What follows belongs to an exercise in optimizing a design on an open flow for small area, a short achievable clock period and few clock cycles; a production flow would make more cautious choices.
In this exercise RTL edits were held to simulation tests only and were not proved equivalent to the original.
Power and IR drop assume default switching activity.

==> design.v <==
module huffman(clk, reset, gray_data, gray_valid, CNT_valid, CNT1, CNT2, CNT3, CNT4, CNT5, CNT6,
    code_valid, HC1, HC2, HC3, HC4, HC5, HC6, M1, M2, M3, M4, M5, M6);
input clk;
input reset;
input gray_valid;
input [2:0] gray_data;
output reg CNT_valid;
output [7:0] CNT1, CNT2, CNT3, CNT4, CNT5, CNT6;
output reg code_valid;
output [7:0] HC1, HC2, HC3, HC4, HC5, HC6;
output [7:0] M1, M2, M3, M4, M5, M6;
reg        rq;                   
reg        mg;                   
reg        ph;                   
reg [6:1]  sa, sb;               
reg [6:0]  w   [1:6];            
reg [5:1]  mem [2:6];            
reg [4:0]  hc  [1:6];            
reg [4:1]  m   [1:6];            
integer i, j;
reg  [6:1] v;                    
always @(*) begin
	v[6] = 1'b1;
	for (i = 1; i <= 5; i = i + 1) begin
		v[i] = 1'b1;
		for (j = i + 1; j <= 6; j = j + 1)
			v[i] = v[i] & !mem[j][i];
	end
end
function inset;
	input integer i, s;
	begin
		inset = (s < i) ? mem[i][s] : 1'b0;
	end
endfunction
function lt7;
	input [6:0] a, b;
	integer n;
	reg br;
	begin
		br = 1'b0;
		for (n = 0; n < 6; n = n + 1)
			br = (~a[n] & b[n]) | (~a[n] & br) | (b[n] & br);
		lt7 = ~a[6] & (b[6] | br);
	end
endfunction
reg [6:1] sm [1:6];
always @(*) begin
	for (i = 1; i <= 6; i = i + 1)
		sm[i][i] = 1'b0;
	for (i = 1; i <= 6; i = i + 1)
		for (j = i + 1; j <= 6; j = j + 1) begin
			sm[j][i] = v[i] && (!v[j] || lt7(w[i], w[j]));
			sm[i][j] = !sm[j][i];
		end
end
reg [6:1] r0, r1, dec;
always @(*) begin
	for (i = 1; i <= 6; i = i + 1) begin
		r0[i] = (sm[i] == 6'd0);
		r1[i] = (sm[i] != 6'd0) && ((sm[i] & (sm[i] - 6'd1)) == 6'd0);
		dec[i] = gray_valid && (gray_data == i);
	end
end
reg [6:0] wa, wb;
reg [6:1] sab, lo, in_a, in_ab, m0;
always @(*) begin
	wa = 7'd0;
	wb = 7'd0;
	sab = sa | sb;
	for (i = 1; i <= 6; i = i + 1) begin
		if (sa[i]) wa = wa | w[i];
		if (sb[i]) wb = wb | w[i];
		lo[i] = 1'b0;
		for (j = i + 1; j <= 6; j = j + 1)
			lo[i] = lo[i] | (sab[i] & sab[j]);
	end
	for (j = 1; j <= 6; j = j + 1) begin
		in_a[j]  = sa[j];
		in_ab[j] = sab[j];
		for (i = j + 1; i <= 6; i = i + 1) begin
			in_a[j]  = in_a[j]  | (sa[i]  & inset(i, j));
			in_ab[j] = in_ab[j] | (sab[i] & inset(i, j));
		end
	end
	for (i = 1; i <= 6; i = i + 1) begin
		m0[i] = !v[i];
		for (j = 1; j < i; j = j + 1)
			m0[i] = m0[i] | inset(i, j);
	end
end
wire [6:0] wlo = wa[5:0] + wb[5:0] + {5'd0, !mg};
wire [6:0] wsum = {wa[6] | wb[6] | wlo[6], wlo[5:0]};
wire wen = !mg || ph;
wire done = (v[5:1] == 5'd0);
assign CNT1 = {1'b0, w[1]};
assign CNT2 = {1'b0, w[2]};
assign CNT3 = {1'b0, w[3]};
assign CNT4 = {1'b0, w[4]};
assign CNT5 = {1'b0, w[5]};
assign CNT6 = {1'b0, w[6]};
assign HC1 = {3'd0, hc[1]};
assign HC2 = {3'd0, hc[2]};
assign HC3 = {3'd0, hc[3]};
assign HC4 = {3'd0, hc[4]};
assign HC5 = {3'd0, hc[5]};
assign HC6 = {3'd0, hc[6]};
assign M1 = {3'd0, m[1], 1'b1};
assign M2 = {3'd0, m[2], 1'b1};
assign M3 = {3'd0, m[3], 1'b1};
assign M4 = {3'd0, m[4], 1'b1};
assign M5 = {3'd0, m[5], 1'b1};
assign M6 = {3'd0, m[6], 1'b1};
always @(posedge clk) begin
	rq <= reset;
	if (reset) begin
		mg <= 1'b0;
		ph <= 1'b0;
	end else begin
		mg <= mg || (!rq && !gray_valid && sa != 6'd0);
		ph <= mg && !ph && !done;
	end
	CNT_valid <= !reset && !rq && !mg && !gray_valid && sa != 6'd0;
	code_valid <= !reset && mg && (done || (ph && v[5:1] == lo[5:1]));
	sa <= mg ? r0 : dec;
	sb <= mg ? r1 : 6'd0;
end
always @(posedge clk) begin
	for (i = 1; i <= 6; i = i + 1) begin
		if (rq)
			w[i] <= 7'd0;
		else if (wen && sab[i])
			w[i] <= wsum;
		for (j = 1; j < i; j = j + 1)
			if (rq)
				mem[i][j] <= 1'b0;
			else if (ph && sab[i] && in_ab[j])
				mem[i][j] <= 1'b1;
		if (rq) begin
			m[i]  <= 4'd0;
			hc[i] <= 5'd0;
		end else if (ph && in_ab[i]) begin
			m[i]  <= m[i] | {m[i][3:1], m0[i]};
			hc[i] <= hc[i] | ({5{in_a[i]}} & {m[i][3:1], m0[i], 1'b1} & ~{m[i], m0[i]});
		end
	end
end
endmodule
==> flow/run.sh <==
#!/bin/bash
# The standard layout, with each port buffered by a plain buffer (buf_1) instead of the
# delay-cell buffer buffer_ports picks by default, a clock tree of fewer, larger clusters
# without dummy loads, one tie cell per constant instead of one per port, and timing repair aimed at a 2.8 ns period.
# Full make output goes to flow.log here; each ORFS step's log is under orfs/logs/.
set -euo pipefail
export BUFFER_PORTS_ARGS="-buffer_cell sky130_fd_sc_hd__buf_1"
export CTS_ARGS="-sink_clustering_enable -repair_clock_nets -sink_clustering_size 30 -sink_clustering_max_diameter 100 -root_buf sky130_fd_sc_hd__clkbuf_16 -buf_list {sky130_fd_sc_hd__clkbuf_4 sky130_fd_sc_hd__clkbuf_8} -dont_use_dummy_load"
bash standard.sh SETUP_SLACK_MARGIN=6.2 SKIP_REPAIR_TIE_FANOUT=1 finish > flow.log 2>&1
==> standard.sh <==
#!/bin/bash
# synth_recipe.tcl (not shown) runs the flow's synth.tcl, then flattens the netlist and writes it again
# the make line also repeats each setting of config.mk as NAME=value (left out here)
make -C /OpenROAD-flow-scripts/flow DESIGN_CONFIG=/design/flow/config.mk WORK_HOME=/design/flow/orfs CLKGATE_MAP_FILE= SYNTH_SCRIPT=/design/flow/synth_recipe.tcl "${@:-finish}"
==> config.mk <==
export PLATFORM = sky130hd
export DESIGN_NAME = huffman
export DESIGN_NICKNAME = huffman
export VERILOG_FILES = /design/flow/design.v
export SDC_FILE = /design/flow/constraint.sdc
export NUM_CORES = 4
export LEC_CHECK = 0
export ABC_CLOCK_PERIOD_IN_PS = 2800
export CAP_MARGIN = 20
export CORE_MARGIN = 2
export CORE_UTILIZATION = 65
export PLACE_DENSITY = 0.8
export SLEW_MARGIN = 20
export TNS_END_PERCENT = 10
==> constraint.sdc <==
create_clock -name core_clock -period 9.0 [get_ports {clk}]
set_input_delay 1.8000 -clock core_clock [delete_from_list [all_inputs] [get_ports {clk}]]
set_output_delay 1.8000 -clock core_clock [all_outputs]
set_load 0.01 [all_outputs]
==> results of run 1 <==
==> per-stage QoR <==
stage	total power, mW	std cells	utilization, %	area [um2]
after CTS	1.31	1112	69.4	7550
after detailed placement	0.948	1095	66.8	7280
after floorplan	0.890	961	-	7300
after global placement	0.944	1095	66.8	7280
final	1.32	1115	70.3	7650
after global routing	1.38	1115	70.3	7650
==> routing by layer <==
metal  global-route usage, %  vias up  wire, um
li1                        -     3353         -
met1                    50.1     3287      9050
met2                    52.0      473      8900
met3                    10.5       88      2680
met4                    13.5        0       709
met5                       0        -         0
==> power breakdown <==
group / switching (mW) / internal, mW
registers: 0.0435 / 0.581
clock network: 0.193 / 0.178
logic: 0.196 / 0.132
==> placed cells by master (no fill, tap or decap), drive strengths merged, types with 3 or more instances in the layout <==
master	count
nor2	171
dfxtp	128
buf	107
a21oi	96
inv	60
nand2	45
a22oi	39
a31oi	32
o21ai	30
maj3	27
nand3	23
a211oi	23
clkbuf	17
o22ai	13
nor2b	12
mux2i	12
nor3	11
nand2b	10
xnor2	9
or2	8
o211ai	8
a222oi	7
a221oi	7
a21o	6
a21boi	6
ha	5
and2	5
nor4	4
and3	3
and2b	3
o2111ai	3
or4	3
a221o	3
nand4	3
o21bai	3
xor2	3
==> synth_stat cells, types with 7 or more instances <==
cell type                  number
sky130_fd_sc_hd__nand2b_1      10
sky130_fd_sc_hd__maj3_1        21
sky130_fd_sc_hd__a21oi_1       94
sky130_fd_sc_hd__o211ai_1       7
sky130_fd_sc_hd__or2_2          8
sky130_fd_sc_hd__nor3_1         9
sky130_fd_sc_hd__nor2b_1       12
sky130_fd_sc_hd__xnor2_1        9
sky130_fd_sc_hd__o21ai_0       29
sky130_fd_sc_hd__nor2_1       171
sky130_fd_sc_hd__dfxtp_1      128
sky130_fd_sc_hd__a22oi_1       39
sky130_fd_sc_hd__clkbuf_1      58
sky130_fd_sc_hd__a222oi_1       7
sky130_fd_sc_hd__nand3_1       23
sky130_fd_sc_hd__o22ai_1       13
sky130_fd_sc_hd__nand2_1       45
sky130_fd_sc_hd__inv_1         60
sky130_fd_sc_hd__buf_4         48
sky130_fd_sc_hd__a211oi_1      23
sky130_fd_sc_hd__a31oi_1       32
sky130_fd_sc_hd__mux2i_1       12
==> worst max-delay path by stage <==
stage / start / end / slack (ns) / cells after the start
floorplan: sa[6]$_DFF_P_ / w[5][4]$_SDFFE_PP0P_ / 6.41 / 12
global placement: sa[6]$_DFF_P_ / w[4][4]$_SDFFE_PP0P_ / 6.10 / 11
detailed placement: sa[6]$_DFF_P_ / w[4][4]$_SDFFE_PP0P_ / 6.09 / 11
CTS: w[4][3]$_SDFFE_PP0P_ / CNT4[3] / 6.07 / 1
global route: w[5][5]$_SDFFE_PP0P_ / CNT5[5] / 6.09 / 1
finish: w[3][0]$_SDFFE_PP0P_ / CNT3[0] / 6.12 / 1
==> cell type report <==
class / count / area (um2)
timing repair buffer: 107 / 417
clock buffer: 17 / 245
multi-input combinational: 662 / 3950
tap: 140 / 175
fill: 934 / 3240
inverter: 61 / 229
sequential: 128 / 2640
==> logic make-up after synthesis <==
| family | synth area share, % |
|---|---|
| other | 0.103 |
| AOI/OAI and AO/OA | 26.1 |
| muxes | 1.80 |
| xor gates and xnor gates | 1.44 |
| buffers and inverters | 11.3 |
| DFF | 35.1 |
| adders and majority gates | 5.21 |
| and+or+nand+nor | 19.0 |
==> sequential cells by signal, indices dropped and copies added (netlist names), 6 cells and up <==
name and flops:
w 42, mem 15, sa 6, sb 6, m 24, hc 30
==> timing repair <==
item,in CTS,in global routing
setup endpoints to repair,63,77
buffers inserted,0,3
gates resized for setup,19,37
pin swaps,0,3
==> Implementation_results.wiki, run 1 <==
{| class="wikitable"
! Metric !! Value
|-
| Outcome || complete, no violations
|-
| Worst r2r src || w[3][0]$_SDFFE_PP0P_
|-
| Number of DRC violations after detailed routing || 0
|-
| Netlist area before placement || 0.00730 mm2
|-
| Final setup violating endpoints || 0
|-
| Floorplan row count || 38
|-
| Ratio of cells with drive above 1 in the final layout || 9.54%
|-
| Share of synthesized registers carrying an async set or reset || 0%
|-
| Buffer depth of the longest clock path || 2
|-
| Total leakage power || 2.70 nW
|-
| Hold EP || hc[3][0]$_SDFFE_PP0P_
|-
| Post-synth net total || 974
|-
| Die ar. || 0.0121 mm2
|-
| Worst-case register-to-register setup slack || 6.17 ns
|-
| Number of detailed-route iterations in the first pass || 9
|-
| Nets@finish || 990
|-
| Syn_area_per_cell || 7.60 um2
|-
| Number of antenna violations at the first check in global routing || 0
|-
| Maximum fanout along the worst path || 9
|-
| Worst slack on hold paths || 0.469 ns
|-
| Count of different cell masters after synthesis || 70
|-
| CP max-delay cell || sky130_fd_sc_hd__dfxtp_1
|-
| Detailed Route WL || 21300 um
|-
| Total CTS buffers || 17
|-
| Endpoint type of the worst setup path || output pin
|-
| # diodes || 0
|-
| Total via count in the routed design || 7201
|-
| Final weighted congestion in routability-driven placement || 0.983
|-
| Detailed-placement wirelength estimate || 15000 um
|-
| Worst setup path category || register to output pin
|-
| Worst reg2reg path depth || 9
|-
| Required time of the critical path || 7.20 ns
|-
| Post-route setup TNS || 0 ns
|-
| Post-CTS Hold Fix Bufs || 0
|-
| Startpoint of the lowest-slack hold path || hc[3][0]$_SDFFE_PP0P_
|-
| Clock Skews || 0.0286 ns
|-
| Relative slew margins || 25.6%
|-
| Global-route wire length before repair || 33100 um
|-
| Combined global-route utilization of all metal layers || 35.8%
|-
| Maximum number of pins on one net before global-route repair || 107
|-
| Cell type with the highest aggregate area in the netlist || sky130_fd_sc_hd__dfxtp_1
|-
| Endpoint of the lowest-slack register-to-register path || sb[2]$_SDFF_PN0_
|-
| TritonCTS clock tree || yes
|-
| Largest vdd supply drop || 0.147 mV
|-
| Post-CTS clock slew at the launch and capture registers of the worst setup and hold paths || 0.07 ns
|-
| Top Family by Delay on Critical Path || flip-flops
|-
| Final ANT Viol Nets || 0
|-
| H-Tree Depth || 4
|-
| Number of synthesized register bits || 128
|-
| Final Cycle Share || 32.0%
|-
| Initial Util || 67.1%
|-
| # IOs || 152
|-
| Critical path buffers and inverters || 1
|-
| Final worst setup slack || 6.12 ns
|-
| Share of the synthesized area in the top cell type || 35.1%
|-
| Post-synth EDFFs || 0
|-
| Signal arrival time at the worst endpoint || 1.08 ns
|-
| Final Critical Period || 2.88 ns
|-
| CP peak stage delay || 0.53 ns
|-
| Global route overflow || 0
|-
| Sequential area share after synthesis || 35.1%
|-
| Critical path cell sequence || buf_1
|-
| Unrepaired setup endpoints after global routing || yes
|-
| Measured slew at the worst slew-check pin || 1.11 ns
|-
| Buffer type at the clock tree root || sky130_fd_sc_hd__clkbuf_16
|-
| Min-delay worst type || register to register
|-
| Area overhead of the layout relative to synthesis || 4.80%
|-
| PwrDens || 173 mW/mm2
|-
| Port Buf Inserts || 103
|-
| Instance count of the mapped netlist || 961
|-
| Vias in the first global route || 6295
|-
| Average detailed-routed wire length per instance || 19.1 um
|-
| Final Hold Violating Endpoints || 0
|-
| WHS Path Cells || 2
|-
| Fmax achieved || 0.347 GHz
|-
| DRC marker count from the first detailed-route iteration || 1034
|-
| Flip-flop cell with the highest count after synthesis || sky130_fd_sc_hd__dfxtp_1
|-
| Minimum setup slack after placement || 6.09 ns
|-
| Number of max-slew violations in the final report || 0
|-
| Number of violations of the max-capacitance limit || 0
|-
| Leading post-synthesis cells by cell area || sky130_fd_sc_hd__dfxtp_1 (35%), sky130_fd_sc_hd__nor2_1 (8.8%), sky130_fd_sc_hd__a21oi_1 (6.4%), sky130_fd_sc_hd__buf_4 (4.9%), sky130_fd_sc_hd__a22oi_1 (4.0%)
|-
| Number of vias per cell after detailed routing || 6.46
|-
| Clock latency of the later-clocked register in the worst-skew pair || 0.36 ns
|-
| Die Y-Extent || 110 um
|-
| Core region area || 0.0109 mm2
|-
| CP startpoint kind || register
|-
| Overall die width || 110 um
|-
| Number of warnings printed during yosys synthesis || 6
|-
| Total number of clock tree sinks || 128
|}
Testbench counts, summed over its fixed seeds: cycles 27,112.
==> run 2, diff against run 1 <==
--- a/config.mk
+++ b/config.mk
@@ -10,5 +10,4 @@
 export CORE_MARGIN = 2
-export CORE_UTILIZATION = 65
-export PLACE_DENSITY = 0.8
+export CORE_UTILIZATION = 70
+export PLACE_DENSITY = 0.85
 export SLEW_MARGIN = 20
-export TNS_END_PERCENT = 10
==> run 2 against run 1 <==
Effect of this change:
- highest routed layer unchanged
- combinational power increased by 2%
- still clean on timing, DRC and antenna
- largest power group unchanged
- critical path depth unchanged
- critical endpoint is now CNT6[6]
- critical path type unchanged
- via count increased by 2.4%
- sequential power about the same
- worst setup slack improved by 0.11 ns
- hold slack got worse by 0.0058 ns
- clock power decreased by 2%
- fmax increased by 3.8%
- sequential cell count unchanged
- total power decreased by 0.26%
- register-to-register slack improved by 0.10 ns
- largest cell class unchanged
- synthesized cell count unchanged
==> Implementation_results.wiki, run 2 <==
{| class="wikitable"
! Metric !! Value
|-
| Post-synth net total || 974
|-
| Largest register FFs || 42
|-
| Port Buf Inserts || 103
|-
| Core region area || 0.0102 mm2
|-
| Commonest non-fill, non-tap cell in the layout || sky130_fd_sc_hd__nor2_1
|-
| Buffer type at the clock tree root || sky130_fd_sc_hd__clkbuf_16
|-
| Worst setup path category || register to output pin
|-
| Overall die width || 106 um
|-
| Number of max-slew violations in the final report || 0
|-
| Clock Skews || 0.0251 ns
|-
| Buffer depth of the longest clock path || 2
|-
| Total leakage power || 2.75 nW
|-
| Most common cell in the netlist || sky130_fd_sc_hd__nor2_1
|-
| TritonCTS clock tree || yes
|-
| # IOs || 152
|-
| Detailed Route WL || 21300 um
|-
| Sequential area share after synthesis || 35.1%
|-
| Maximum fanout along the worst path || 9
|-
| Final ANT Viol Nets || 0
|-
| DRC marker count from the first detailed-route iteration || 1052
|-
| Fill count || 803
|-
| Syn_area_per_cell || 7.60 um2
|-
| Number of synthesized register bits || 128
|-
| Clock latency of the later-clocked register in the worst-skew pair || 0.36 ns
|-
| Top register by number of flip-flops || w
|-
| Number of antenna violations at the first check in global routing || 0
|-
| Die ar. || 0.0113 mm2
|-
| Post-synth EDFFs || 0
|-
| Final Hold Violating Endpoints || 0
|-
| Flip-flop cell with the highest count after synthesis || sky130_fd_sc_hd__dfxtp_1
|-
| CP max-delay cell || sky130_fd_sc_hd__dfxtp_4
|-
| Endpoint type of the worst setup path || output pin
|-
| Initial Util || 71.4%
|-
| Minimum setup slack after placement || 6.06 ns
|-
| Number of vias per cell after detailed routing || 6.62
|-
| Leading post-synthesis cells by cell area || sky130_fd_sc_hd__dfxtp_1 (35%), sky130_fd_sc_hd__nor2_1 (8.8%), sky130_fd_sc_hd__a21oi_1 (6.4%), sky130_fd_sc_hd__buf_4 (4.9%), sky130_fd_sc_hd__a22oi_1 (4.0%)
|-
| Worst r2r src || sb[1]$_SDFF_PN0_
|-
| Count of different cell masters after synthesis || 70
|-
| Ranking of synthesized cells by instance count || sky130_fd_sc_hd__nor2_1 (171), sky130_fd_sc_hd__dfxtp_1 (128), sky130_fd_sc_hd__a21oi_1 (94)
|-
| Average detailed-routed wire length per instance || 19.1 um
|-
| Relative slew margins || 24.5%
|-
| Share of the synthesized area in the top cell type || 35.1%
|-
| Global-route wire length before repair || 34000 um
|-
| Top Family by Delay on Critical Path || flip-flops
|-
| Final worst setup slack || 6.23 ns
|-
| Ratio of cells with drive above 1 in the final layout || 11.3%
|-
| Final setup violating endpoints || 0
|-
| Floorplan row count || 37
|-
| Total via count in the routed design || 7371
|-
| H-Tree Depth || 4
|-
| Unrepaired setup endpoints after global routing || yes
|-
| Outcome || complete, no violations
|-
| Number of detailed-route iterations in the first pass || 7
|-
| Largest vdd supply drop || 0.106 mV
|-
| Number of violations of the max-capacitance limit || 0
|-
| Total power consumption of the routed design || 1.32 mW
|-
| Critical path buffers and inverters || 1
|-
| Final weighted congestion in routability-driven placement || 1.02
|-
| Finished Cell Area || 0.00774 mm2
|-
| Largest regs || w (42), hc (30), m (24)
|-
| Post-route setup TNS || 0 ns
|-
| Startpoint of the lowest-slack hold path || hc[2][1]$_SDFFE_PP0P_
|-
| Cell type with the highest aggregate area in the netlist || sky130_fd_sc_hd__dfxtp_1
|-
| CP startpoint kind || register
|-
| # diodes || 0
|-
| Final Cycle Share || 30.8%
|-
| Total CTS buffers || 17
|-
| Required time of the critical path || 7.20 ns
|-
| Utilization after layout || 75.7%
|-
| Detailed-placement wirelength estimate || 14800 um
|-
| Global route overflow || 0
|-
| Instance count of the mapped netlist || 961
|-
| DP Area || 0.00728 mm2
|-
| Critical path cell sequence || buf_1
|-
| Vias in the first global route || 6716
|-
| CP peak stage delay || 0.45 ns
|-
| Die Y-Extent || 106 um
|-
| Combined global-route utilization of all metal layers || 38.1%
|-
| Final Critical Period || 2.77 ns
|-
| Number of DRC violations after detailed routing || 0
|-
| Total number of clock tree sinks || 128
|-
| Launch point of the critical path || w[6][6]$_SDFFE_PP0P_
|-
| Min-delay worst type || register to register
|-
| Area overhead of the layout relative to synthesis || 6.03%
|-
| Post-CTS clock slew at the launch and capture registers of the worst setup and hold paths || 0.07 ns
|-
| Netlist area before placement || 0.00730 mm2
|-
| Fmax achieved || 0.360 GHz
|-
| PwrDens || 171 mW/mm2
|-
| Commonest cells after routing, fill and taps aside || sky130_fd_sc_hd__nor2_1 (170), sky130_fd_sc_hd__buf_1 (101), sky130_fd_sc_hd__a21oi_1 (91)
|-
| Maximum number of pins on one net before global-route repair || 113
|-
| Measured slew at the worst slew-check pin || 1.13 ns
|-
| Share of synthesized registers carrying an async set or reset || 0%
|-
| Signal arrival time at the worst endpoint || 0.97 ns
|-
| Nets@finish || 993
|-
| Number of warnings printed during yosys synthesis || 6
|}
==> run 2: cell counts after synthesis <==
Identical to the previous run, type by type.
==> run 2: cell type report <==
cell class	instances	area, um2	share of cell area (%)
Clock buffer	17	245	3.17
Inverter	61	229	2.96
Multi-Input combinational cell	662	3980	51.4
Sequential cell	128	2670	34.5
Tap cell	136	170	2.20
Timing Repair Buffer	110	445	5.75
==> run 2: routing by layer <==
metal	track usage, %	part of all wire [%]	wire length [um]	up-vias
met5	0	0	0	-
met4	18.8	5.5	1170	0
met3	9.32	12	2600	122
met2	59.1	44	9310	519
met1	49.5	39	8240	3369
li1	-	-	-	3361
==> run 2: where the power goes <==
group          internal [mW]  leakage [nW]  switching (mW)
Sequential             0.579          1.06          0.0438
Combinational          0.132          1.56           0.203
Clock                  0.177         0.127           0.184
Total                  0.889          2.75           0.431
==> run 2: metrics by stage <==
step | cells | hold slack, ns
2_1_floorplan | 961 | 0.490
3_3_place_gp | 1092 | 0.446
3_5_place_dp | 1092 | 0.452
4_1_cts | 1109 | 0.466
5_1_grt | 1114 | 0.489
6_report | 1114 | 0.463
==> run 2: final timing paths <==
| kind | cells after the start | endpoint | slack (ns) |
|---|---|---|---|
| worst max-delay path | 1 | CNT6[6] | 6.23 |
| worst min-delay path | 2 | hc[2][1]$_SDFFE_PP0P_ | 0.46 |
| worst max register to register | 11 | w[3][6]$_SDFFE_PP0P_ | 6.27 |
| worst min register to register | 2 | hc[2][1]$_SDFFE_PP0P_ | 0.46 |
==> run 2: tightest hold or removal path: stages (launching register included) <==
cell and delay (ns):
sky130_fd_sc_hd__dfxtp_1 0.32, sky130_fd_sc_hd__a21oi_1 0.04, sky130_fd_sc_hd__nor2_1 0.06
==> run 2: cell families (layout without fill, tap and decap cells) <==
group                    count (synthesis)  in the layout  share of synthesized area [%]
AND/OR/NAND/NOR                        309            309                           19.0
AO/OA/AOI/OAI                          292            292                           26.1
buffers and inverters                  171            188                           11.3
flip-flops                             128            128                           35.1
adder cells (fa/ha/maj)                 34             34                           5.21
multiplexers                            13             13                           1.80
XOR/XNOR                                12             12                           1.44
other                                    2              2                          0.103
==> run 2: timing repair <==
item / CTS / global route
hold buffers: 0 / 0
setup endpoints to repair: 63 / 44
cloned: 0 / 0
pin swaps: 0 / 3
setup buffers: 0 / 5
gates resized for setup: 53 / 28
==> run 3, diff against run 2 <==
--- a/config.mk
+++ b/config.mk
@@ -11,2 +11,3 @@
 export CORE_UTILIZATION = 70
+export GPL_ROUTABILITY_DRIVEN = 0
 export PLACE_DENSITY = 0.85
==> run 3 against run 2 <==
Effect of this change:
- worst setup slack got worse by 0.032 ns
- cell count decreased by 0.45%
- cell area about the same
- critical path depth unchanged
- hold slack improved by 0.0029 ns
- sequential cell count unchanged
- area after synthesis unchanged
- sequential power about the same
- clock-buffer cell count unchanged
- die area unchanged
- critical path type unchanged
- largest power group unchanged
- highest routed layer unchanged
==> Implementation_results.wiki, run 3 <==
{| class="wikitable"
! Metric !! Value
|-
| H-Tree Depth || 4
|-
| Buffer type at the clock tree root || sky130_fd_sc_hd__clkbuf_16
|-
| TritonCTS clock tree || yes
|-
| Total leakage power || 2.73 nW
|-
| Number of warnings printed during yosys synthesis || 6
|-
| Number of DRC violations after detailed routing || 0
|-
| P_sw || 0.436 mW
|-
| Global-route wire length before repair || 34100 um
|-
| Count of different cell masters after synthesis || 70
|-
| Relative slew margins || 27.1%
|-
| Share of the synthesized area in the top cell type || 35.1%
|-
| Die Y-Extent || 106 um
|-
| Relative contribution of combinational cells to total power || 25.0%
|-
| Maximum fanout along the worst path || 4
|-
| Outcome || complete, no violations
|-
| Total CTS buffers || 17
|-
| Cell type with the highest aggregate area in the netlist || sky130_fd_sc_hd__dfxtp_1
|-
| Required time of the critical path || 7.20 ns
|-
| Clock power share || 27.9%
|-
| Unrepaired setup endpoints after global routing || no
|-
| Final Critical Period || 2.81 ns
|-
| Commonest cells after routing, fill and taps aside || sky130_fd_sc_hd__nor2_1 (171), sky130_fd_sc_hd__buf_1 (98), sky130_fd_sc_hd__a21oi_1 (92)
|-
| Total via count in the routed design || 7406
|-
| Number of violations of the max-capacitance limit || 0
|-
| Area overhead of the layout relative to synthesis || 6.01%
|-
| Endpoint type of the worst setup path || output pin
|-
| Post-route setup TNS || 0 ns
|-
| Global route overflow || 0
|-
| Post-synth EDFFs || 0
|-
| Part of the power in registers || 47.0%
|-
| Fill count || 785
|-
| Flip-flop cell with the highest count after synthesis || sky130_fd_sc_hd__dfxtp_1
|-
| Top register by number of flip-flops || w
|-
| Most common cell in the netlist || sky130_fd_sc_hd__nor2_1
|-
| Ranking of synthesized cells by instance count || sky130_fd_sc_hd__nor2_1 (171), sky130_fd_sc_hd__dfxtp_1 (128), sky130_fd_sc_hd__a21oi_1 (94)
|-
| Signal arrival time at the worst endpoint || 1.01 ns
|-
| Post-CTS clock slew at the launch and capture registers of the worst setup and hold paths || 0.06 ns
|-
| Share of synthesized registers carrying an async set or reset || 0%
|-
| Min-delay worst type || register to register
|-
| Critical path cell sequence || buf_1
|-
| DRC marker count from the first detailed-route iteration || 1002
|-
| Switching share of power || 32.9%
|-
| Detailed Route WL || 21500 um
|-
| CP max-delay cell || sky130_fd_sc_hd__dfxtp_1
|-
| Final Cycle Share || 31.2%
|-
| Number of antenna violations at the first check in global routing || 0
|-
| Initial Util || 71.4%
|-
| CP startpoint kind || register
|-
| Floorplan row count || 37
|-
| Final ANT Viol Nets || 0
|-
| Number of synthesized register bits || 128
|-
| PwrDens || 171 mW/mm2
|-
| Die ar. || 0.0113 mm2
|-
| Commonest non-fill, non-tap cell in the layout || sky130_fd_sc_hd__nor2_1
|-
| Measured slew at the worst slew-check pin || 1.09 ns
|-
| Placed Cells || 1090
|-
| Leading post-synthesis cells by cell area || sky130_fd_sc_hd__dfxtp_1 (35%), sky130_fd_sc_hd__nor2_1 (8.8%), sky130_fd_sc_hd__a21oi_1 (6.4%), sky130_fd_sc_hd__buf_4 (4.9%), sky130_fd_sc_hd__a22oi_1 (4.0%)
|-
| Detailed-placement wirelength estimate || 14600 um
|-
| Core region area || 0.0102 mm2
|-
| Top Family by Delay on Critical Path || flip-flops
|-
| Post-synth net total || 974
|-
| Number of max-slew violations in the final report || 0
|-
| Number of non-filler instances in the completed layout || 1109
|-
| Final worst setup slack || 6.19 ns
|-
| Largest register FFs || 42
|-
| Clock latency of the later-clocked register in the worst-skew pair || 0.38 ns
|-
| Worst setup path category || register to output pin
|-
| Largest regs || w (42), hc (30), m (24)
|-
| Syn_area_per_cell || 7.60 um2
|-
| Average detailed-routed wire length per instance || 19.4 um
|-
| Nets@finish || 988
|-
| Sequential cell area || 0.00270 mm2
|-
| Instance count of the mapped netlist || 961
|-
| Fmax achieved || 0.356 GHz
|-
| # IOs || 152
|-
| Vias in the first global route || 6663
|-
| Buffer depth of the longest clock path || 2
|-
| Port Buf Inserts || 103
|-
| Sequential area share after synthesis || 35.1%
|-
| Total number of clock tree sinks || 128
|-
| Number of vias per cell after detailed routing || 6.68
|-
| Ratio of cells with drive above 1 in the final layout || 11.7%
|-
| Overall die width || 106 um
|-
| Multi-input combinational cell area || 0.00397 mm2
|-
| Combined global-route utilization of all metal layers || 38.4%
|-
| Number of detailed-route iterations in the first pass || 6
|-
| Internal || 0.888 mW
|-
| Maximum number of pins on one net before global-route repair || 113
|-
| Netlist area before placement || 0.00730 mm2
|-
| Final Hold Violating Endpoints || 0
|-
| Minimum setup slack after placement || 6.06 ns
|-
| Largest vdd supply drop || 0.130 mV
|-
| Clock Skews || 0.0254 ns
|-
| Post-CTS Hold Fix Bufs || 0
|-
| CP peak stage delay || 0.44 ns
|-
| Critical path buffers and inverters || 1
|-
| Final setup violating endpoints || 0
|-
| # diodes || 0
|}
==> run 3: path summary, 6_finish.rpt <==
kind / startpoint / endpoint / slack (ns) / cells past startpoint
setup reg to reg: sa[6]$_DFF_P_ / w[4][4]$_SDFFE_PP0P_ / 6.31 / 11
hold / removal: hc[3][2]$_SDFFE_PP0P_ / hc[3][2]$_SDFFE_PP0P_ / 0.47 / 2
setup / recovery: w[4][6]$_SDFFE_PP0P_ / CNT4[6] / 6.19 / 1
hold reg to reg: hc[3][2]$_SDFFE_PP0P_ / hc[3][2]$_SDFFE_PP0P_ / 0.47 / 2
==> run 3: metal layers <==
metal	up-vias	wire length (um)	global-route usage, %
met1	3349	8250	50.5
met5	-	0	0
met3	135	2780	10.4
met2	559	9420	59.0
met4	0	1040	17.3
li1	3363	-	-
==> run 3: tightest hold or removal path, cell delays in order, from the launching register on <==
cell                      delay, ns
sky130_fd_sc_hd__dfxtp_1       0.32
sky130_fd_sc_hd__a31oi_1       0.04
sky130_fd_sc_hd__nor2_1        0.07
==> run 3: final cells by class <==
type                       count  area share, %
multi-input combinational    662           51.3
sequential                   128           34.9
timing repair buffer         105           5.53
clock buffer                  17           3.17
inverter                      61           2.96
tap                          136           2.20
==> run 3: logic make-up (layout without fill, tap and decap cells) <==
logic type,count (synthesis),in the layout,share of synthesized area [%]
mux,13,13,1.80
xor+xnor,12,12,1.44
simple gates,309,309,19.0
fa+ha+maj,34,34,5.21
compound gates,292,292,26.1
flops,128,128,35.1
other cells,2,2,0.103
buf+inv,171,183,11.3
==> run 3: repair_timing <==
| item | CTS | global route |
|---|---|---|
| setup endpoints to repair | 53 | 54 |
| setup buffers | 0 | 1 |
| resized for setup | 59 | 38 |
==> run 3: stage by stage <==
step / util [%] / power, mW / cell area, um2 / hold slack [ns]
finish: 75.7 / 1.32 / 7740 / 0.466
global placement: 71.0 / 0.944 / 7270 / 0.445
global route: 75.7 / 1.38 / 7740 / 0.486
CTS: 74.3 / 1.31 / 7610 / 0.471
floorplan: - / 0.890 / 7300 / 0.490
detailed placement: 71.0 / 0.948 / 7270 / 0.455
==> run 3: power groups by stage <==
stage          Combinational, mW  Clock (mW)  Sequential [mW]
6_report                   0.332       0.370            0.623
5_1_grt                    0.363       0.394            0.624
4_1_cts                    0.314       0.368            0.626
3_5_place_dp               0.310           0            0.638
3_3_place_gp               0.307           0            0.638
2_1_floorplan              0.281           0            0.609
==> run 4, diff against run 3 <==
--- a/config.mk
+++ b/config.mk
@@ -8,7 +8,6 @@
 export ABC_CLOCK_PERIOD_IN_PS = 2800
-export CAP_MARGIN = 20
+export CAP_MARGIN = 5
 export CORE_MARGIN = 2
 export CORE_UTILIZATION = 70
-export GPL_ROUTABILITY_DRIVEN = 0
 export PLACE_DENSITY = 0.85
-export SLEW_MARGIN = 20
+export SLEW_MARGIN = 5
==> run 4 against run 3 <==
Effect of this change:
- still clean
- die area did not move
- clock skew fell by 0.00051 ns
- core utilization rose by 0.073 points
- largest power group unchanged
- highest routed layer is now met5
==> Implementation_results.wiki, run 4 <==
{| class="wikitable"
! Metric !! Value
|-
| Area fraction in compound gates after synthesis || 26.1%
|-
| Final Cycle Share || 31.0%
|-
| Number of vias per cell after detailed routing || 6.63
|-
| Leading post-synthesis cells by cell area || sky130_fd_sc_hd__dfxtp_1 (35%), sky130_fd_sc_hd__nor2_1 (8.8%), sky130_fd_sc_hd__a21oi_1 (6.4%), sky130_fd_sc_hd__buf_4 (4.9%), sky130_fd_sc_hd__a22oi_1 (4.0%)
|-
| Detailed Route WL || 21500 um
|-
| Global route overflow || 0
|-
| Critical path buffers and inverters || 1
|-
| Worst reg2reg path depth || 11
|-
| # IOs || 152
|-
| Post-synth net total || 974
|-
| Total via count in the routed design || 7383
|-
| Largest vdd supply drop || 0.106 mV
|-
| Synthesized-area fraction occupied by adder cells || 5.21%
|-
| H-Tree Depth || 4
|-
| Measured slew at the worst slew-check pin || 1.13 ns
|-
| CP peak stage delay || 0.46 ns
|-
| Post-CTS clock slew at the launch and capture registers of the worst setup and hold paths || 0.07 ns
|-
| Fraction of the mapped netlist area in simple logic gates || 19.0%
|-
| Initial Util || 71.4%
|-
| Ranking of synthesized cells by instance count || sky130_fd_sc_hd__nor2_1 (171), sky130_fd_sc_hd__dfxtp_1 (128), sky130_fd_sc_hd__a21oi_1 (94)
|-
| Endpoint of the lowest-slack register-to-register path || w[2][6]$_SDFFE_PP0P_
|-
| Endpoint type of the worst setup path || output pin
|-
| Total number of clock tree sinks || 128
|-
| Area overhead of the layout relative to synthesis || 6.12%
|-
| Average detailed-routed wire length per instance || 19.3 um
|-
| Buffer type at the clock tree root || sky130_fd_sc_hd__clkbuf_16
|-
| Signal arrival time at the worst endpoint || 0.99 ns
|-
| Commonest cells after routing, fill and taps aside || sky130_fd_sc_hd__nor2_1 (170), sky130_fd_sc_hd__buf_1 (101), sky130_fd_sc_hd__a21oi_1 (90)
|-
| Largest regs || w (42), hc (30), m (24)
|-
| Global-route wire length before repair || 34000 um
|-
| Number of DRC violations after detailed routing || 0
|-
| Number of violations of the max-capacitance limit || 0
|-
| Share of the synthesized area in the top cell type || 35.1%
|-
| Finished Cell Area || 0.00775 mm2
|-
| Number of synthesized register bits || 128
|-
| Number of antenna violations at the first check in global routing || 0
|-
| Largest register FFs || 42
|-
| Worst r2r src || sb[1]$_SDFF_PN0_
|-
| Ratio of cells with drive above 1 in the final layout || 11.3%
|-
| DP Area || 0.00728 mm2
|-
| Instance count of the mapped netlist || 961
|-
| Number of max-slew violations in the final report || 0
|-
| Most common cell in the netlist || sky130_fd_sc_hd__nor2_1
|-
| Total leakage power || 2.75 nW
|-
| Die ar. || 0.0113 mm2
|-
| WHS Path Cells || 2
|-
| Relative slew margins || 24.9%
|-
| CP max-delay cell || sky130_fd_sc_hd__dfxtp_1
|-
| Post-route setup TNS || 0 ns
|-
| Flip-flop cell with the highest count after synthesis || sky130_fd_sc_hd__dfxtp_1
|-
| Worst setup path category || register to output pin
|-
| Syn_area_per_cell || 7.60 um2
|-
| Outcome || complete, no violations
|-
| Number of detailed-route iterations in the first pass || 7
|-
| Vias in the first global route || 6716
|-
| Total power consumption of the routed design || 1.32 mW
|-
| Detailed-placement wirelength estimate || 14800 um
|-
| Number of warnings printed during yosys synthesis || 6
|-
| Die Y-Extent || 106 um
|-
| # diodes || 0
|-
| Buffer depth of the longest clock path || 2
|-
| Core region area || 0.0102 mm2
|-
| Required time of the critical path || 7.20 ns
|-
| Hold EP || hc[2][1]$_SDFFE_PP0P_
|-
| Min-delay worst type || register to register
|-
| Commonest non-fill, non-tap cell in the layout || sky130_fd_sc_hd__nor2_1
|-
| Clock latency of the later-clocked register in the worst-skew pair || 0.37 ns
|-
| Top Family by Delay on Critical Path || flip-flops
|-
| Final weighted congestion in routability-driven placement || 1.02
|-
| Worst-case register-to-register setup slack || 6.27 ns
|-
| Top register by number of flip-flops || w
|-
| Synthesized-area fraction occupied by xor and xnor cells || 1.44%
|-
| Post-synth EDFFs || 0
|-
| P_sw || 0.434 mW
|-
| Floorplan row count || 37
|-
| Final Hold Violating Endpoints || 0
|-
| Final ANT Viol Nets || 0
|-
| Part of the power in registers || 47.1%
|-
| Netlist area before placement || 0.00730 mm2
|-
| Cell type with the highest aggregate area in the netlist || sky130_fd_sc_hd__dfxtp_1
|-
| Nets@finish || 993
|-
| Internal || 0.889 mW
|-
| Count of different cell masters after synthesis || 70
|-
| Maximum number of pins on one net before global-route repair || 113
|-
| DRC marker count from the first detailed-route iteration || 1088
|-
| Maximum fanout along the worst path || 5
|-
| Final Critical Period || 2.79 ns
|-
| Clock Skews || 0.0249 ns
|-
| Worst slack on hold paths || 0.463 ns
|-
| Unrepaired setup endpoints after global routing || yes
|-
| Combined global-route utilization of all metal layers || 38.1%
|-
| Critical path cell sequence || buf_1
|-
| CP startpoint kind || register
|-
| TritonCTS clock tree || yes
|-
| Share of synthesized registers carrying an async set or reset || 0%
|-
| Combinational family with the most area after synthesis || compound AO/OA/AOI/OAI gates
|-
| Startpoint of the lowest-slack hold path || hc[2][1]$_SDFFE_PP0P_
|-
| Fmax achieved || 0.359 GHz
|-
| Final setup violating endpoints || 0
|-
| Utilization after layout || 75.7%
|-
| Port Buf Inserts || 103
|-
| Sequential area share after synthesis || 35.1%
|-
| Relative contribution of combinational cells to total power || 25.4%
|-
| Multiplexer area fraction after synthesis || 1.80%
|-
| Total CTS buffers || 17
|-
| Switching share of power || 32.8%
|-
| Overall die width || 106 um
|-
| Clock power share || 27.5%
|-
| PwrDens || 171 mW/mm2
|}
-- run 4: worst max-delay path by stage --
stage,from,to,slack [ns],cells past startpoint
global route,sb[1]$_SDFF_PN0_,w[5][6]$_SDFFE_PP0P_,6.13,11
floorplan,sa[6]$_DFF_P_,w[5][4]$_SDFFE_PP0P_,6.41,12
detailed placement,sa[6]$_DFF_P_,w[6][4]$_SDFFE_PP0P_,6.06,11
CTS,w[1][2]$_SDFFE_PP0P_,CNT1[2],6.15,1
global placement,sa[5]$_DFF_P_,w[1][4]$_SDFFE_PP0P_,6.13,11
finish,w[5][6]$_SDFFE_PP0P_,CNT5[6],6.21,1
-- run 4: final cells by class --
class,instances,area (um2)
clock buffers,17,245
multi-input cells,662,3990
inverters,61,229
flip-flops and latches,128,2670
repair buffers,110,442
well taps,136,170
fillers,801,2480
-- run 4: power by group through the flow --
stage                     sequential, mW  clock, mW  combinational, mW
final                              0.623      0.363              0.336
after global routing               0.623      0.389              0.366
after CTS                          0.619      0.364              0.322
after detailed placement           0.631          0              0.320
after global placement             0.630          0              0.316
after floorplan                    0.609          0              0.281
-- run 4: repair_timing --
item | CTS | global route
hold buffers | 0 | 0
resized for setup | 53 | 29
buffers inserted | 0 | 5
pin swaps | 0 | 3
setup endpoints to repair | 63 | 44
-- run 4: routing by layer --
metal | vias to the layer above | share of wire (%) | track usage [%]
met3 | 137 | 12 | 9.32
met2 | 532 | 44 | 59.1
met4 | 2 | 5.7 | 18.8
met5 | - | 0.075 | 0
li1 | 3353 | - | -
met1 | 3359 | 38 | 49.5
-- run 4: kinds of logic (layout without fill, tap and decap cells) --
group                    Yosys count  after routing
multiplexers                      13             13
buffers and inverters            171            188
AO/OA/AOI/OAI                    292            292
other                              2              2
flip-flops                       128            128
XOR/XNOR                          12             12
adder cells (fa/ha/maj)           34             34
AND/OR/NAND/NOR                  309            309
-- run 4: stage by stage --
step                instances  worst slack [ns]
CTS                      1109              6.15
global placement         1092              6.13
floorplan                 961              6.41
finish                   1114              6.21
detailed placement       1092              6.06
global route             1114              6.13
==> run 5, diff against run 4 <==
==> flow/run.sh (replaced) <==
#!/bin/bash
# The standard layout, with each port buffered by a plain buffer (buf_1) instead of the
# delay-cell buffer buffer_ports picks by default, a clock tree of fewer, larger clusters
# without dummy loads, one tie cell per constant instead of one per port, and timing repair aimed at a 2.7 ns period.
# Full make output goes to flow.log here; each ORFS step's log is under orfs/logs/.
set -euo pipefail
export BUFFER_PORTS_ARGS="-buffer_cell sky130_fd_sc_hd__buf_1"
export CTS_ARGS="-sink_clustering_enable -repair_clock_nets -sink_clustering_size 30 -sink_clustering_max_diameter 100 -root_buf sky130_fd_sc_hd__clkbuf_16 -buf_list {sky130_fd_sc_hd__clkbuf_4 sky130_fd_sc_hd__clkbuf_8} -dont_use_dummy_load"
bash standard.sh SETUP_SLACK_MARGIN=6.3 SKIP_REPAIR_TIE_FANOUT=1 finish > flow.log 2>&1
--- a/config.mk
+++ b/config.mk
@@ -8,6 +8,6 @@
 export ABC_CLOCK_PERIOD_IN_PS = 2800
-export CAP_MARGIN = 5
+export CAP_MARGIN = 20
 export CORE_MARGIN = 2
-export CORE_UTILIZATION = 70
-export PLACE_DENSITY = 0.85
-export SLEW_MARGIN = 5
+export CORE_UTILIZATION = 65
+export PLACE_DENSITY = 0.8
+export SLEW_MARGIN = 20
==> run 5 against run 4 <==
Effect of this change:
- register-to-register slack better by 0.08 ns
- hold slack about the same
- synthesized cell count unchanged
- global-route usage about the same
- combinational power up 16%
- cell area up 9.2%
- critical path type unchanged
- fmax up 2.8%
- largest power group unchanged
==> Implementation_results.wiki, run 5 <==
{| class="wikitable"
! Metric !! Value
|-
| Fmax achieved || 0.369 GHz
|-
| Maximum fanout along the worst path || 9
|-
| Total number of clock tree sinks || 128
|-
| Synthesized-area fraction occupied by adder cells || 5.21%
|-
| Fill count || 785
|-
| Area overhead of the layout relative to synthesis || 15.9%
|-
| Sequential area share after synthesis || 35.1%
|-
| H-Tree Depth || 4
|-
| Port Buf Inserts || 103
|-
| Post-route setup TNS || 0 ns
|-
| Multi-input combinational cell area || 0.00407 mm2
|-
| Worst path depth || 1
|-
| Global-route wire length before repair || 35100 um
|-
| Placed Cells || 1095
|-
| Initial Util || 67.1%
|-
| Vias in the first global route || 6689
|-
| # diodes || 0
|-
| Number of violations of the max-capacitance limit || 0
|-
| Largest register FFs || 42
|-
| Worst slack on hold paths || 0.463 ns
|-
| Sequential cell area || 0.00280 mm2
|-
| Number of detailed-route iterations in the first pass || 8
|-
| Area fraction in compound gates after synthesis || 26.1%
|-
| Clock latency of the later-clocked register in the worst-skew pair || 0.36 ns
|-
| Clock Skews || 0.0282 ns
|-
| Share of the synthesized area in the top cell type || 35.1%
|-
| WHS Path Cells || 1
|-
| Buffer type at the clock tree root || sky130_fd_sc_hd__clkbuf_16
|-
| Number of synthesized register bits || 128
|-
| Top register by number of flip-flops || w
|-
| Total CTS buffers || 17
|-
| Top Family by Delay on Critical Path || flip-flops
|-
| Core region area || 0.0109 mm2
|-
| Outcome || complete, no violations
|-
| TritonCTS clock tree || yes
|-
| Netlist area before placement || 0.00730 mm2
|-
| Die ar. || 0.0121 mm2
|-
| Combinational family with the most area after synthesis || compound AO/OA/AOI/OAI gates
|-
| Required time of the critical path || 7.20 ns
|-
| Final ANT Viol Nets || 0
|-
| Floorplan row count || 38
|-
| Critical path buffers and inverters || 1
|-
| Number of non-filler instances in the completed layout || 1166
|-
| Worst setup path category || register to output pin
|-
| Critical path cell sequence || buf_2
|-
| Endpoint of the lowest-slack register-to-register path || w[5][2]$_SDFFE_PP0P_
|-
| Ranking of synthesized cells by instance count || sky130_fd_sc_hd__nor2_1 (171), sky130_fd_sc_hd__dfxtp_1 (128), sky130_fd_sc_hd__a21oi_1 (94)
|-
| CP max-delay cell || sky130_fd_sc_hd__dfxtp_4
|-
| Average detailed-routed wire length per instance || 20.3 um
|-
| Syn_area_per_cell || 7.60 um2
|-
| Startpoint of the lowest-slack hold path || rq$_DFF_P_
|-
| Maximum number of pins on one net before global-route repair || 107
|-
| Die Y-Extent || 110 um
|-
| Number of DRC violations after detailed routing || 0
|-
| Worst-case register-to-register setup slack || 6.35 ns
|-
| Number of warnings printed during yosys synthesis || 6
|-
| Instance count of the mapped netlist || 961
|-
| Final Cycle Share || 30.1%
|-
| Worst reg2reg path depth || 6
|-
| Buffer depth of the longest clock path || 2
|-
| Utilization after layout || 77.7%
|-
| Largest vdd supply drop || 0.149 mV
|-
| Number of max-slew violations in the final report || 0
|-
| CP startpoint kind || register
|-
| Multiplexer area fraction after synthesis || 1.80%
|-
| Synthesized-area fraction occupied by xor and xnor cells || 1.44%
|-
| Post-CTS clock slew at the launch and capture registers of the worst setup and hold paths || 0.07 ns
|-
| Post-synth EDFFs || 0
|-
| Finished Cell Area || 0.00846 mm2
|-
| Leading post-synthesis cells by cell area || sky130_fd_sc_hd__dfxtp_1 (35%), sky130_fd_sc_hd__nor2_1 (8.8%), sky130_fd_sc_hd__a21oi_1 (6.4%), sky130_fd_sc_hd__buf_4 (4.9%), sky130_fd_sc_hd__a22oi_1 (4.0%)
|-
| Final worst setup slack || 6.29 ns
|-
| Measured slew at the worst slew-check pin || 1.20 ns
|-
| Total power consumption of the routed design || 1.37 mW
|-
| DRC marker count from the first detailed-route iteration || 1470
|-
| Commonest cells after routing, fill and taps aside || sky130_fd_sc_hd__nor2_1 (168), sky130_fd_sc_hd__a21oi_1 (88), sky130_fd_sc_hd__inv_1 (60)
|-
| PwrDens || 162 mW/mm2
|-
| Signal arrival time at the worst endpoint || 0.91 ns
|-
| Final weighted congestion in routability-driven placement || 0.983
|-
| Min-delay worst type || register to register
|-
| Detailed Route WL || 23600 um
|-
| Ratio of cells with drive above 1 in the final layout || 25.8%
|-
| Worst r2r src || sb[3]$_SDFF_PN0_
|-
| Number of antenna violations at the first check in global routing || 0
|-
| Global route overflow || 0
|-
| # IOs || 152
|-
| Fraction of the mapped netlist area in simple logic gates || 19.0%
|-
| Post-CTS Hold Fix Bufs || 0
|-
| Combined global-route utilization of all metal layers || 38.1%
|-
| Endpoint type of the worst setup path || output pin
|-
| Number of vias per cell after detailed routing || 6.65
|-
| Post-synth net total || 974
|-
| Unrepaired setup endpoints after global routing || yes
|-
| Minimum setup slack after placement || 6.09 ns
|-
| Final Hold Violating Endpoints || 0
|-
| Largest regs || w (42), hc (30), m (24)
|-
| DP Area || 0.00728 mm2
|-
| Total via count in the routed design || 7759
|-
| Final setup violating endpoints || 0
|-
| Share of synthesized registers carrying an async set or reset || 0%
|-
| Hold EP || m[4][2]$_SDFFE_PP0P_
|-
| Commonest non-fill, non-tap cell in the layout || sky130_fd_sc_hd__nor2_1
|-
| Most common cell in the netlist || sky130_fd_sc_hd__nor2_1
|-
| Relative slew margins || 19.8%
|-
| Cell type with the highest aggregate area in the netlist || sky130_fd_sc_hd__dfxtp_1
|-
| Total leakage power || 3.31 nW
|-
| Flip-flop cell with the highest count after synthesis || sky130_fd_sc_hd__dfxtp_1
|-
| Nets@finish || 1041
|-
| Final Critical Period || 2.71 ns
|-
| Count of different cell masters after synthesis || 70
|-
| Overall die width || 110 um
|-
| CP peak stage delay || 0.40 ns
|-
| Detailed-placement wirelength estimate || 15000 um
|}
-- run 5: cell counts after synthesis --
No cell type changed its count.
-- run 5: worst max path at each step --
stage	end	start	slack, ns
finish	CNT1[0]	w[1][0]$_SDFFE_PP0P_	6.29
CTS	CNT1[0]	w[1][0]$_SDFFE_PP0P_	6.29
detailed placement	w[4][4]$_SDFFE_PP0P_	sa[6]$_DFF_P_	6.09
global placement	w[4][4]$_SDFFE_PP0P_	sa[6]$_DFF_P_	6.10
floorplan	w[5][4]$_SDFFE_PP0P_	sa[6]$_DFF_P_	6.41
global route	w[2][5]$_SDFFE_PP0P_	sa[2]$_DFF_P_	6.26
-- run 5: cell type report --
type	instances	area share, %
well taps	140	2.07
flip-flops and latches	128	33.1
inverters	61	2.71
multi-input cells	662	48.0
clock buffers	17	2.90
repair buffers	158	11.2
-- run 5: cell families after synthesis --
logic type / Yosys count
simple gates: 309
compound gates: 292
buf+inv: 171
xor+xnor: 12
mux: 13
other cells: 2
flops: 128
fa+ha+maj: 34
-- run 5: power by group --
part           switching (mW)  internal (mW)
Combinational           0.224          0.167
Clock                   0.193          0.178
Sequential             0.0366          0.572
-- run 5: what timing repair did --
action,CTS,global route
endpoints found under the hold margin,0,0
setup buffers,32,22
endpoints found under the setup margin,89,92
pin swaps,2,14
resized for setup,156,85
-- run 5: metal layers --
layer | wire, um | track usage [%]
met1 | 9360 | 52.5
met5 | 0 | 0
met4 | 1110 | 15.5
met3 | 3120 | 11.8
met2 | 10000 | 55.3
==> run 6, diff against run 5 <==
==> flow/run.sh (replaced) <==
#!/bin/bash
# The standard layout, with each port buffered by a plain buffer (buf_1) instead of the
# delay-cell buffer buffer_ports picks by default, a clock tree of fewer, larger clusters
# without dummy loads, one tie cell per constant instead of one per port, and timing repair aimed at a 3.1 ns period.
# Full make output goes to flow.log here; each ORFS step's log is under orfs/logs/.
set -euo pipefail
export BUFFER_PORTS_ARGS="-buffer_cell sky130_fd_sc_hd__buf_1"
export CTS_ARGS="-sink_clustering_enable -repair_clock_nets -sink_clustering_size 30 -sink_clustering_max_diameter 100 -root_buf sky130_fd_sc_hd__clkbuf_16 -buf_list {sky130_fd_sc_hd__clkbuf_4 sky130_fd_sc_hd__clkbuf_8} -dont_use_dummy_load"
bash standard.sh SETUP_SLACK_MARGIN=5.9 SKIP_REPAIR_TIE_FANOUT=1 finish > flow.log 2>&1
==> run 6 against run 5 <==
Effect of this change:
- critical path type unchanged
- sequential power is 2% higher
- clock power hardly changed
- clock-buffer cell count unchanged
- global-route usage decreased by 2.4 points
- synthesized cell count unchanged
- core utilization decreased by 8.6 points
- still clean
- critical path depth unchanged
==> Implementation_results.wiki, run 6 <==
{| class="wikitable"
! Metric !! Value
|-
| Outcome || complete, no violations
|-
| Required time of the critical path || 7.20 ns
|-
| Instance count of the mapped netlist || 961
|-
| Number of detailed-route iterations in the first pass || 9
|-
| Largest regs || w (42), hc (30), m (24)
|-
| Maximum fanout along the worst path || 9
|-
| Total via count in the routed design || 7239
|-
| Critical path buffers and inverters || 1
|-
| Minimum setup slack after placement || 6.09 ns
|-
| Final Hold Violating Endpoints || 0
|-
| Port Buf Inserts || 103
|-
| Buffers inserted by post-CTS timing repair || 0
|-
| Min-delay worst type || register to register
|-
| CP startpoint kind || register
|-
| Nets@finish || 987
|-
| Buffer depth of the longest clock path || 2
|-
| Vias in the first global route || 6271
|-
| # IOs || 152
|-
| Commonest non-fill, non-tap cell in the layout || sky130_fd_sc_hd__nor2_1
|-
| Final Critical Period || 3.05 ns
|-
| Relative slew margins || 24.8%
|-
| Finished Cell Area || 0.00753 mm2
|-
| Measured slew at the worst slew-check pin || 1.12 ns
|-
| Area overhead of the layout relative to synthesis || 3.12%
|-
| Global route overflow || 0
|-
| Top register by number of flip-flops || w
|-
| Core region area || 0.0109 mm2
|-
| Clock Skews || 0.0265 ns
|-
| Buffer type at the clock tree root || sky130_fd_sc_hd__clkbuf_16
|-
| Number of synthesized register bits || 128
|-
| PwrDens || 175 mW/mm2
|-
| Signal arrival time at the worst endpoint || 1.25 ns
|-
| Final weighted congestion in routability-driven placement || 0.983
|-
| Flip-flop cell with the highest count after synthesis || sky130_fd_sc_hd__dfxtp_1
|-
| Cell type with the highest aggregate area in the netlist || sky130_fd_sc_hd__dfxtp_1
|-
| DRC marker count from the first detailed-route iteration || 1156
|-
| Fmax achieved || 0.328 GHz
|-
| Post-synth net total || 974
|-
| # diodes || 0
|-
| Post-synth EDFFs || 0
|-
| Final worst setup slack || 5.95 ns
|-
| Share of synthesized registers carrying an async set or reset || 0%
|-
| Combined global-route utilization of all metal layers || 35.7%
|-
| Floorplan row count || 38
|-
| Commonest cells after routing, fill and taps aside || sky130_fd_sc_hd__nor2_1 (171), sky130_fd_sc_hd__dfxtp_1 (125), sky130_fd_sc_hd__buf_1 (103)
|-
| Endpoint type of the worst setup path || output pin
|-
| Fraction of the mapped netlist area in simple logic gates || 19.0%
|-
| Share of the synthesized area in the top cell type || 35.1%
|-
| Detailed-placement wirelength estimate || 15000 um
|-
| Number of max-slew violations in the final report || 0
|-
| Unrepaired setup endpoints after global routing || yes
|-
| Die Y-Extent || 110 um
|-
| Global-route wire length before repair || 33000 um
|-
| Total number of clock tree sinks || 128
|-
| H-Tree Depth || 4
|-
| Number of DRC violations after detailed routing || 0
|-
| Number of violations of the max-capacitance limit || 0
|-
| Top Family by Delay on Critical Path || flip-flops
|-
| Final Cycle Share || 33.8%
|-
| TritonCTS clock tree || yes
|-
| Area fraction in compound gates after synthesis || 26.1%
|-
| Worst setup path category || register to output pin
|-
| Synthesized-area fraction occupied by xor and xnor cells || 1.44%
|-
| Worst slack on hold paths || 0.469 ns
|-
| Ratio of cells with drive above 1 in the final layout || 4.73%
|-
| Die ar. || 0.0121 mm2
|-
| Number of antenna violations at the first check in global routing || 0
|-
| CP peak stage delay || 0.69 ns
|-
| Largest register FFs || 42
|-
| Initial Util || 67.1%
|-
| CP max-delay cell || sky130_fd_sc_hd__dfxtp_1
|-
| Post-CTS clock slew at the launch and capture registers of the worst setup and hold paths || 0.07 ns
|-
| Clock latency of the later-clocked register in the worst-skew pair || 0.36 ns
|-
| Average detailed-routed wire length per instance || 19.1 um
|-
| Most common cell in the netlist || sky130_fd_sc_hd__nor2_1
|-
| Maximum number of pins on one net before global-route repair || 107
|-
| Final setup violating endpoints || 0
|-
| Post-CTS Hold Fix Bufs || 0
|-
| Total power consumption of the routed design || 1.32 mW
|-
| Number of warnings printed during yosys synthesis || 6
|-
| Overall die width || 110 um
|-
| Sequential area share after synthesis || 35.1%
|-
| Final ANT Viol Nets || 0
|-
| Multiplexer area fraction after synthesis || 1.80%
|-
| Ranking of synthesized cells by instance count || sky130_fd_sc_hd__nor2_1 (171), sky130_fd_sc_hd__dfxtp_1 (128), sky130_fd_sc_hd__a21oi_1 (94)
|-
| Total CTS buffers || 17
|-
| Synthesized-area fraction occupied by adder cells || 5.21%
|-
| Count of different cell masters after synthesis || 70
|-
| Critical path cell sequence || buf_1
|-
| Detailed Route WL || 21300 um
|-
| Leading post-synthesis cells by cell area || sky130_fd_sc_hd__dfxtp_1 (35%), sky130_fd_sc_hd__nor2_1 (8.8%), sky130_fd_sc_hd__a21oi_1 (6.4%), sky130_fd_sc_hd__buf_4 (4.9%), sky130_fd_sc_hd__a22oi_1 (4.0%)
|-
| Netlist area before placement || 0.00730 mm2
|-
| DP Area || 0.00728 mm2
|-
| Total leakage power || 2.64 nW
|-
| Number of vias per cell after detailed routing || 6.51
|-
| Syn_area_per_cell || 7.60 um2
|-
| Largest vdd supply drop || 0.148 mV
|-
| Combinational family with the most area after synthesis || compound AO/OA/AOI/OAI gates
|-
| Post-route setup TNS || 0 ns
|}
==> run 6: cell counts after synthesis <==
No cell type changed its count.
==> run 6: logic make-up after synthesis <==
family	Yosys count
simple gates	309
other cells	2
compound gates	292
mux	13
buf+inv	171
fa+ha+maj	34
flops	128
xor+xnor	12
==> run 6: per-stage QoR <==
step | instances | util (%)
final | 1112 | 69.2
after global placement | 1095 | 66.8
after detailed placement | 1095 | 66.8
after global routing | 1112 | 69.2
after CTS | 1112 | 69.1
after floorplan | 961 | -
==> run 6: final cells by class <==
class	instances	area, um2
flip-flops and latches	128	2570
well taps	140	175
inverters	61	229
clock buffers	17	245
fillers	972	3360
repair buffers	104	394
multi-input cells	662	3920
==> run 6: report_power, final <==
group          internal [mW]  total (mW)  leakage, nW  switching [mW]
registers              0.580       0.624         1.03          0.0435
clock network          0.178       0.369        0.127           0.192
logic                  0.128       0.323         1.47           0.195
==> run 6: worst paths after layout <==
kind | startpoint | slack, ns | to | cells after the start
worst max-delay path | w[6][6]$_SDFFE_PP0P_ | 5.95 | CNT6[6] | 1
worst min-delay path | hc[3][0]$_SDFFE_PP0P_ | 0.47 | hc[3][0]$_SDFFE_PP0P_ | 2
worst max register to register | w[3][1]$_SDFFE_PP0P_ | 6.08 | sb[2]$_SDFF_PN0_ | 9
worst min register to register | hc[3][0]$_SDFFE_PP0P_ | 0.47 | hc[3][0]$_SDFFE_PP0P_ | 2
==> run 6: what timing repair did <==
item	in CTS	in global routing
endpoints found under the setup margin	0	13
gates resized for setup	0	3
hold endpoints to repair	0	0
==> run 6: layer usage <==
| layer | track usage, % | wire [um] | vias to the layer above |
|---|---|---|---|
| met3 | 11.1 | 2680 | 70 |
| met2 | 51.4 | 8960 | 477 |
| met1 | 49.8 | 9030 | 3341 |
| li1 | - | - | 3351 |
| met4 | 13.5 | 618 | 0 |
| met5 | 0 | 0 | - |
==> run 7, diff against run 6 <==
==> flow/run.sh (replaced) <==
#!/bin/bash
# The standard layout, with each port buffered by a plain buffer (buf_1) instead of the
# delay-cell buffer buffer_ports picks by default, a clock tree of fewer, larger clusters
# without dummy loads, one tie cell per constant instead of one per port, and timing repair aimed at a 2.9 ns period.
# Full make output goes to flow.log here; each ORFS step's log is under orfs/logs/.
set -euo pipefail
export BUFFER_PORTS_ARGS="-buffer_cell sky130_fd_sc_hd__buf_1"
export CTS_ARGS="-sink_clustering_enable -repair_clock_nets -sink_clustering_size 30 -sink_clustering_max_diameter 100 -root_buf sky130_fd_sc_hd__clkbuf_16 -buf_list {sky130_fd_sc_hd__clkbuf_4 sky130_fd_sc_hd__clkbuf_8} -dont_use_dummy_load"
bash standard.sh SETUP_SLACK_MARGIN=6.1 SKIP_REPAIR_TIE_FANOUT=1 finish > flow.log 2>&1
==> run 7 against run 6 <==
Effect of this change:
- die area did not move
- combinational power rose by 2%
- non-clock buffer count rose by 3
- critical path type unchanged
- critical endpoint is now CNT3[0]
- sequential share of layout area rose by 0.25 points
- via count fell by 0.77%
- largest cell class unchanged
- global-route usage barely moved
- register-to-register slack improved by 0.11 ns
- synthesized cell count did not move
- sequential power barely moved
==> Implementation_results.wiki, run 7 <==
{| class="wikitable"
! Metric !! Value
|-
| Top Family by Delay on Critical Path || flip-flops
|-
| Signal arrival time at the worst endpoint || 1.08 ns
|-
| Area overhead of the layout relative to synthesis || 4.51%
|-
| Netlist area before placement || 0.00730 mm2
|-
| Count of different cell masters after synthesis || 70
|-
| Post-CTS clock slew at the launch and capture registers of the worst setup and hold paths || 0.07 ns
|-
| DRC marker count from the first detailed-route iteration || 1065
|-
| Ranking of synthesized cells by instance count || sky130_fd_sc_hd__nor2_1 (171), sky130_fd_sc_hd__dfxtp_1 (128), sky130_fd_sc_hd__a21oi_1 (94)
|-
| Multi-input combinational cell area || 0.00394 mm2
|-
| Finished Cell Area || 0.00763 mm2
|-
| Clock latency of the later-clocked register in the worst-skew pair || 0.37 ns
|-
| Combined global-route utilization of all metal layers || 35.7%
|-
| Floorplan row count || 38
|-
| # diodes || 0
|-
| Combinational family with the most area after synthesis || compound AO/OA/AOI/OAI gates
|-
| Measured slew at the worst slew-check pin || 1.13 ns
|-
| Number of vias per cell after detailed routing || 6.44
|-
| TritonCTS clock tree || yes
|-
| Buffer depth of the longest clock path || 2
|-
| Port Buf Inserts || 103
|-
| Largest vdd supply drop || 0.147 mV
|-
| Instance count of the mapped netlist || 961
|-
| Final setup violating endpoints || 0
|-
| Leading post-synthesis cells by cell area || sky130_fd_sc_hd__dfxtp_1 (35%), sky130_fd_sc_hd__nor2_1 (8.8%), sky130_fd_sc_hd__a21oi_1 (6.4%), sky130_fd_sc_hd__buf_4 (4.9%), sky130_fd_sc_hd__a22oi_1 (4.0%)
|-
| CP peak stage delay || 0.53 ns
|-
| Commonest cells after routing, fill and taps aside || sky130_fd_sc_hd__nor2_1 (171), sky130_fd_sc_hd__buf_1 (103), sky130_fd_sc_hd__a21oi_1 (91)
|-
| Initial Util || 67.1%
|-
| Min-delay worst type || register to register
|-
| Detailed Route WL || 21400 um
|-
| Top register by number of flip-flops || w
|-
| Minimum setup slack after placement || 6.09 ns
|-
| Share of synthesized registers carrying an async set or reset || 0%
|-
| Global route overflow || 0
|-
| Worst path depth || 1
|-
| Sequential cell area || 0.00262 mm2
|-
| Overall die width || 110 um
|-
| Maximum number of pins on one net before global-route repair || 107
|-
| Worst setup path category || register to output pin
|-
| Area fraction in compound gates after synthesis || 26.1%
|-
| Syn_area_per_cell || 7.60 um2
|-
| Commonest non-fill, non-tap cell in the layout || sky130_fd_sc_hd__nor2_1
|-
| Worst-case register-to-register setup slack || 6.19 ns
|-
| Placed Cells || 1095
|-
| Number of synthesized register bits || 128
|-
| Number of antenna violations at the first check in global routing || 0
|-
| Number of detailed-route iterations in the first pass || 9
|-
| Flip-flop cell with the highest count after synthesis || sky130_fd_sc_hd__dfxtp_1
|-
| Outcome || complete, no violations
|-
| Most common cell in the netlist || sky130_fd_sc_hd__nor2_1
|-
| H-Tree Depth || 4
|-
| Total power consumption of the routed design || 1.33 mW
|-
| Final weighted congestion in routability-driven placement || 0.983
|-
| Final Cycle Share || 32.1%
|-
| Utilization after layout || 70.1%
|-
| Die Y-Extent || 110 um
|-
| Core region area || 0.0109 mm2
|-
| Synthesized-area fraction occupied by xor and xnor cells || 1.44%
|-
| Average detailed-routed wire length per instance || 19.2 um
|-
| Share of the synthesized area in the top cell type || 35.1%
|-
| Multiplexer area fraction after synthesis || 1.80%
|-
| Post-synth net total || 974
|-
| Endpoint of the lowest-slack register-to-register path || sb[2]$_SDFF_PN0_
|-
| Number of warnings printed during yosys synthesis || 6
|-
| Required time of the critical path || 7.20 ns
|-
| Critical path buffers and inverters || 1
|-
| Maximum fanout along the worst path || 9
|-
| Number of violations of the max-capacitance limit || 0
|-
| Buffer type at the clock tree root || sky130_fd_sc_hd__clkbuf_16
|-
| Final Critical Period || 2.88 ns
|-
| Global-route wire length before repair || 33000 um
|-
| Unrepaired setup endpoints after global routing || no
|}
==> run 7: metal layers <==
layer  GRT usage, %  routed length, um
met1           50.1               9050
met2           51.4               9080
met3           10.9               2640
met4           13.5                608
met5              0                  0
==> run 7: cell type report <==
class                   count  share of cell area, %
clock buffers              17                   3.21
well taps                 140                   2.30
inverters                  61                   3.00
repair buffers            107                   5.46
flip-flops and latches    128                   34.4
multi-input cells         662                   51.7
==> run 7: cells by family (layout without fill, tap and decap cells) <==
group | Yosys count | count (layout)
simple gates | 309 | 309
compound gates | 292 | 292
flops | 128 | 128
fa+ha+maj | 34 | 34
mux | 13 | 13
other cells | 2 | 2
xor+xnor | 12 | 12
buf+inv | 171 | 185
==> run 7: how the worst min path moves through the flow <==
| stage | to | slack (ns) | cells after the start |
|---|---|---|---|
| after floorplan | mem[5][1]$_SDFFE_PP0P_ | 0.49 | 2 |
| after global placement | hc[2][3]$_SDFFE_PP0P_ | 0.44 | 2 |
| after detailed placement | hc[3][0]$_SDFFE_PP0P_ | 0.46 | 2 |
| after CTS | hc[4][1]$_SDFFE_PP0P_ | 0.47 | 1 |
| after global routing | hc[5][1]$_SDFFE_PP0P_ | 0.49 | 2 |
| final | hc[3][0]$_SDFFE_PP0P_ | 0.47 | 2 |
==> run 7: tightest hold or removal path, cell delays in order, from the launching register on <==
cell,delay (ns)
sky130_fd_sc_hd__dfxtp_1,0.32
sky130_fd_sc_hd__a21oi_1,0.04
sky130_fd_sc_hd__nor2_1,0.07
==> run 7: repair_timing <==
item	in CTS	in global routing
pin swaps	0	3
endpoints found under the setup margin	25	45
hold buffers	0	0
setup buffers	0	3
gates resized for setup	18	31
==> run 7: power breakdown <==
group	total, mW	internal [mW]	leakage (nW)	switching [mW]
sequential	0.625	0.582	1.05	0.0435
combinational	0.329	0.133	1.51	0.197
clock	0.370	0.178	0.127	0.193

Setup slack of run 7, layout unchanged: 6.115 ns with ideal ports, 6.075 ns with driving cells assumed (clock clkbuf_16, inputs buf_2), 6.190 ns with port delays also shifted by the 0.394 ns mid clock arrival.
